Context: an optimization exercise on an open-source flow, tuned for small area. The choices shown serve that exercise and are no tape-out recipe. In this exercise RTL edits were held to simulation tests only and were not proved equivalent to the original.

==> inputs of job 8861 <==
// top
module top (
  input         Clk,
  input         Reset,   
  input         InValid,
  input  [19:0] InData1,
  input  [19:0] InData2,
  input  [19:0] InData3,
  input  [19:0] InData4,
  output        OutValid,
  output [19:0] OutData1,
  output [19:0] OutData2,
  output [19:0] OutData3,
  output [19:0] OutData4
);
==> module top, before the edit <==
module top (
  input         Clk,
  input         Reset,   
  input         InValid,
  input  [19:0] InData1,
  input  [19:0] InData2,
  input  [19:0] InData3,
  input  [19:0] InData4,
  output        OutValid,
  output [19:0] OutData1,
  output [19:0] OutData2,
  output [19:0] OutData3,
  output [19:0] OutData4
);
  localparam [15:0] PR1 = 16'b1010010010010010;
  localparam [15:0] PR2 = 16'b1100100100100100;
  localparam [15:0] PR3 = 16'b1100100100100100;
  localparam [15:0] PR4 = 16'b1100100100100100;
  localparam [15:0] PR5 = 16'b1100100100100100;
  localparam [15:0] PR6 = 16'b1100100100100100;
  localparam D = 5;
  function integer pc(input [15:0] v);
    integer i;
    begin
      pc = 0;
      for (i = 0; i < 16; i = i + 1) if (v[i]) pc = pc + 1;
    end
  endfunction
  localparam T1 = pc(PR1);
  localparam T2 = T1 + pc(PR2);
  localparam T3 = T2 + pc(PR3);
  localparam T4 = T2 + pc(PR4);
  localparam IN5 = (T3 > T4) ? T3 : T4;
  localparam T5 = IN5 + pc(PR5);
  localparam T6 = T5 + pc(PR6);
  localparam TL = T6 + 3 + D + 8;
  reg          inv_q;
  reg [TL-1:1] tl;
  wire [TL-1:0] vt = {tl, InValid & ~inv_q};
  always @(posedge Clk or negedge Reset) begin
    if (!Reset) begin
      inv_q <= 1'b0;
      tl    <= 0;
    end else begin
      inv_q <= InValid;
      tl    <= vt[TL-2:0];
    end
  end
  wire [19:0] r1, r2, r3, r4;
  CORDIC_ARRAY #(.PR1(PR1), .PR2(PR2), .PR3(PR3), .PR4(PR4), .PR5(PR5), .PR6(PR6), .TL(TL)) arr (
    .Clk(Clk), .vt(vt),
    .a1(InData1), .a2(InData2), .a3(InData3), .a4(InData4),
    .r1(r1), .r2(r2), .r3(r3), .r4(r4));
  BACKSUB #(.T3(T3), .T5(T5), .T6(T6), .D(D), .TL(TL)) bs (
    .Clk(Clk), .vt(vt), .r1(r1), .r2(r2), .r3(r3), .r4(r4),
    .OutValid(OutValid), .OutData1(OutData1), .OutData2(OutData2),
    .OutData3(OutData3), .OutData4(OutData4));
endmodule
==> module BACKSUB, before the edit <==
module BACKSUB #(
  parameter T3 = 0, T5 = 0, T6 = 0, D = 4, TL = 64
) (
  input           Clk,
  input  [TL-1:0] vt,
  input  [19:0]   r1, r2, r3, r4,
  output          OutValid,
  output [19:0]   OutData1, OutData2, OutData3, OutData4
);
  localparam TA = T6 + 3 + D;           
  localparam N1 = TA + 5 - (T3 + 1);    
  localparam N2 = TA + 3 - (T5 + 2);    
  localparam N3 = TA + 1 - (T6 + 3);    
  wire [20*N1-1:0] d1;
  wire [20*N2-1:0] d2;
  wire [20*N3-1:0] d3;
  tdl #(20, N1) l1 (Clk, r1, d1);
  tdl #(20, N2) l2 (Clk, r2, d2);
  tdl #(20, N3) l3 (Clk, r3, d3);
  wire [19:0] R11 = d1[20*((T6+9)-(T3))-1 -: 20];
  wire [19:0] R12 = d1[20*((TA+5)-(T3+1))-1 -: 20];
  wire [19:0] R13 = d1[20*((TA+4)-(T3+2))-1 -: 20];
  wire [19:0] R14 = d1[20*((TA+2)-(T3+3))-1 -: 20];
  wire [19:0] z1  = d1[20*((TA+2)-(T3+4))-1 -: 20];
  wire [19:0] R22 = d2[20*((T6+7)-(T5+1))-1 -: 20];
  wire [19:0] R23 = d2[20*((TA+3)-(T5+2))-1 -: 20];
  wire [19:0] R24 = d2[20*((TA+3)-(T5+3))-1 -: 20];
  wire [19:0] z2  = d2[20*((TA+3)-(T5+4))-1 -: 20];
  wire [19:0] R33 = d3[20*((T6+5)-(T6+2))-1 -: 20];
  wire [19:0] R34 = d3[20*((TA+1)-(T6+3))-1 -: 20];
  wire [19:0] z3  = d3[20*((TA+1)-(T6+4))-1 -: 20];
  reg  [19:0] z4;
  always @(posedge Clk) if (vt[T6+4]) z4 <= r4;    
  wire s_r44 = vt[T6+3], s_r33 = vt[T6+5], s_r22 = vt[T6+7];
  wire [19:0] rin = s_r44 ? r4 : s_r33 ? R33 : s_r22 ? R22 : R11;
  wire [19:0] rout;
  rcp #(D) u_rcp (.Clk(Clk), .in(rin), .out(rout));
  wire t0 = vt[TA], t1 = vt[TA+1], t2 = vt[TA+2], t3 = vt[TA+3];
  wire t4 = vt[TA+4], t5 = vt[TA+5], t6 = vt[TA+6];
  reg [19:0] x4r, x3r, x2r, x1r, x4o, tr, acc;
  wire [19:0] ma1 = t3 ? x4r : rout;
  wire [19:0] ma2 = t0 ? z4 : t3 ? R24 : (t2 | t4) ? tr : acc;
  wire [19:0] mb1 = (t1 | t2) ? x4r : (t3 | t4) ? x3r : x2r;
  wire [19:0] mb2 = t1 ? R34 : t2 ? R14 : t3 ? R23 : t4 ? R13 : R12;
  wire [19:0] pa, pb;
  fmul ua (.a(ma1), .b(ma2), .p(pa));
  fmul ub (.a(mb1), .b(mb2), .p(pb));
  wire [19:0] base = t1 ? z3 : t2 ? z1 : t3 ? z2 : acc;
  wire [19:0] npa = ~(t3 ? pa : 20'd0);
  wire [19:0] npb = ~pb;
  wire [19:0] cs_s = base ^ npa ^ npb;
  wire [19:0] cs_c = (base & npa) | (base & npb) | (npa & npb);
  wire [19:0] sub;
  padd #(20) u_sub (cs_s, {cs_c[18:0], 1'b1}, 1'b1, sub);
  always @(posedge Clk) begin
    if (t0) x4r <= pa;
    if (t2) x3r <= pa;
    if (t4) x2r <= pa;
    if (t6) x1r <= pa;
    if (t5) x4o <= x4r;
    if (t1 | t3) tr <= sub;
    if (t2 | t4 | t5) acc <= sub;
  end
  assign OutValid = vt[TA+7];
  assign OutData1 = x1r;
  assign OutData2 = x2r;
  assign OutData3 = x3r;
  assign OutData4 = x4o;
endmodule
clock: 11.0 ns
lec_check: 0
abc_area: 1
cap_margin: 20
core_margin: 2
core_utilization: 40
cts_buf_list: sky130_fd_sc_hd__clkbuf_4 sky130_fd_sc_hd__clkbuf_8
gpl_timing_driven: 0
slew_margin: 20
run.sh (not shown) runs the stock make flow with config.mk's settings and CLKGATE_MAP_FILE= SYNTH_SCRIPT=/design/flow/synth_recipe.tcl, a recipe that flattens the netlist after the stock synthesis.
==> job 4482: changes against job 8861 <==
--- a/flow/design.v
+++ b/flow/design.v
@@ -34,5 +34,5 @@
   localparam T5 = IN5 + pc(PR5);
   localparam T6 = T5 + pc(PR6);
-  localparam TL = T6 + 3 + D + 8;
+  localparam TL = T6 + 3 + D + 7;
   reg          inv_q;
   reg [TL-1:1] tl;
@@ -1173,5 +1173,5 @@
   wire t0 = vt[TA], t1 = vt[TA+1], t2 = vt[TA+2], t3 = vt[TA+3];
   wire t4 = vt[TA+4], t5 = vt[TA+5], t6 = vt[TA+6];
-  reg [19:0] x4r, x3r, x2r, x1r, x4o, tr, acc;
+  reg [19:0] x4r, x3r, x2r, x4o, tr, acc;
   wire [19:0] ma1 = t3 ? x4r : rout;
   wire [19:0] ma2 = t0 ? z4 : t3 ? R24 : (t2 | t4) ? tr : acc;
@@ -1192,11 +1192,10 @@
     if (t2) x3r <= pa;
     if (t4) x2r <= pa;
-    if (t6) x1r <= pa;
     if (t5) x4o <= x4r;
     if (t1 | t3) tr <= sub;
     if (t2 | t4 | t5) acc <= sub;
   end
-  assign OutValid = vt[TA+7];
-  assign OutData1 = x1r;
+  assign OutValid = t6;
+  assign OutData1 = pa;
   assign OutData2 = x2r;
   assign OutData3 = x3r;
Settings changed: CORE_UTILIZATION 40 to 65, CTS_BUF_LIST sky130_fd_sc_hd__clkbuf_4 sky130_fd_sc_hd__clkbuf_8 to unset, CTS_CLUSTER_DIAMETER set to 120, CTS_CLUSTER_SIZE set to 22, GPL_TIMING_DRIVEN 0 to unset, PLACE_DENSITY set to 0.8.
==> qor summary <==
item                                                    job 4482  job 8861
Post-Place Cells                                           44878     49134
Number of tap cells inserted                                6247     10237
Post-Syn Nets                                              44835     44899
Plain + repair buffers                                       727      1044
Num rows                                                     253       323
Sequential area share after synthesis                      23.7%     23.8%
Number of flops mapped to enable cells by yosys              230       250
Proportion of layout cells with a drive suffix above 1     4.74%     7.91%
CP Depth                                                      30        43
Initial antenna violation count                               15        18
Status                                  timing/DRC/antenna clean  timing/DRC/antenna clean
Layout clock area frac                                     1.88%     4.13%
Portion of netlist area occupied by mux cells             0.194%    0.168%
Total via count in the routed design                      254720    253772

==> what the ideal ports hide <==
In the flow no input, the clock included, has a driving cell. The finished layouts below were timed again as built, in two steps. Step 1 assumes that a clkbuf_16 drives the clock port and a buf_2 every other input. Step 2 adds t to the input delays and takes it off the output delays; t is the mean of the earliest and latest rising clock arrival at the registers after step 1. Input paths then give back, and output paths get back, about the clock's delay inside the block. Three values: no drivers, after step 1, after step 2; two values: the first two.
run | t (ns) | setup slack, ns | worst data-port slew with drivers (ns) | pins driven straight from the clock port
job 8861 | 1.374 | 0.338 / 0.338 / -0.490 | 0.08 | 1
job 4482 | 1.096 | 0.327 / 0.204 / 0.228 | 0.13 | 1
With both steps, setup timing fails in job 8861, where it was met with ideal ports. For job 8861, which loses most, drivers alone change the setup slack by 0.000 ns; drivers and shift together by -0.828 ns.
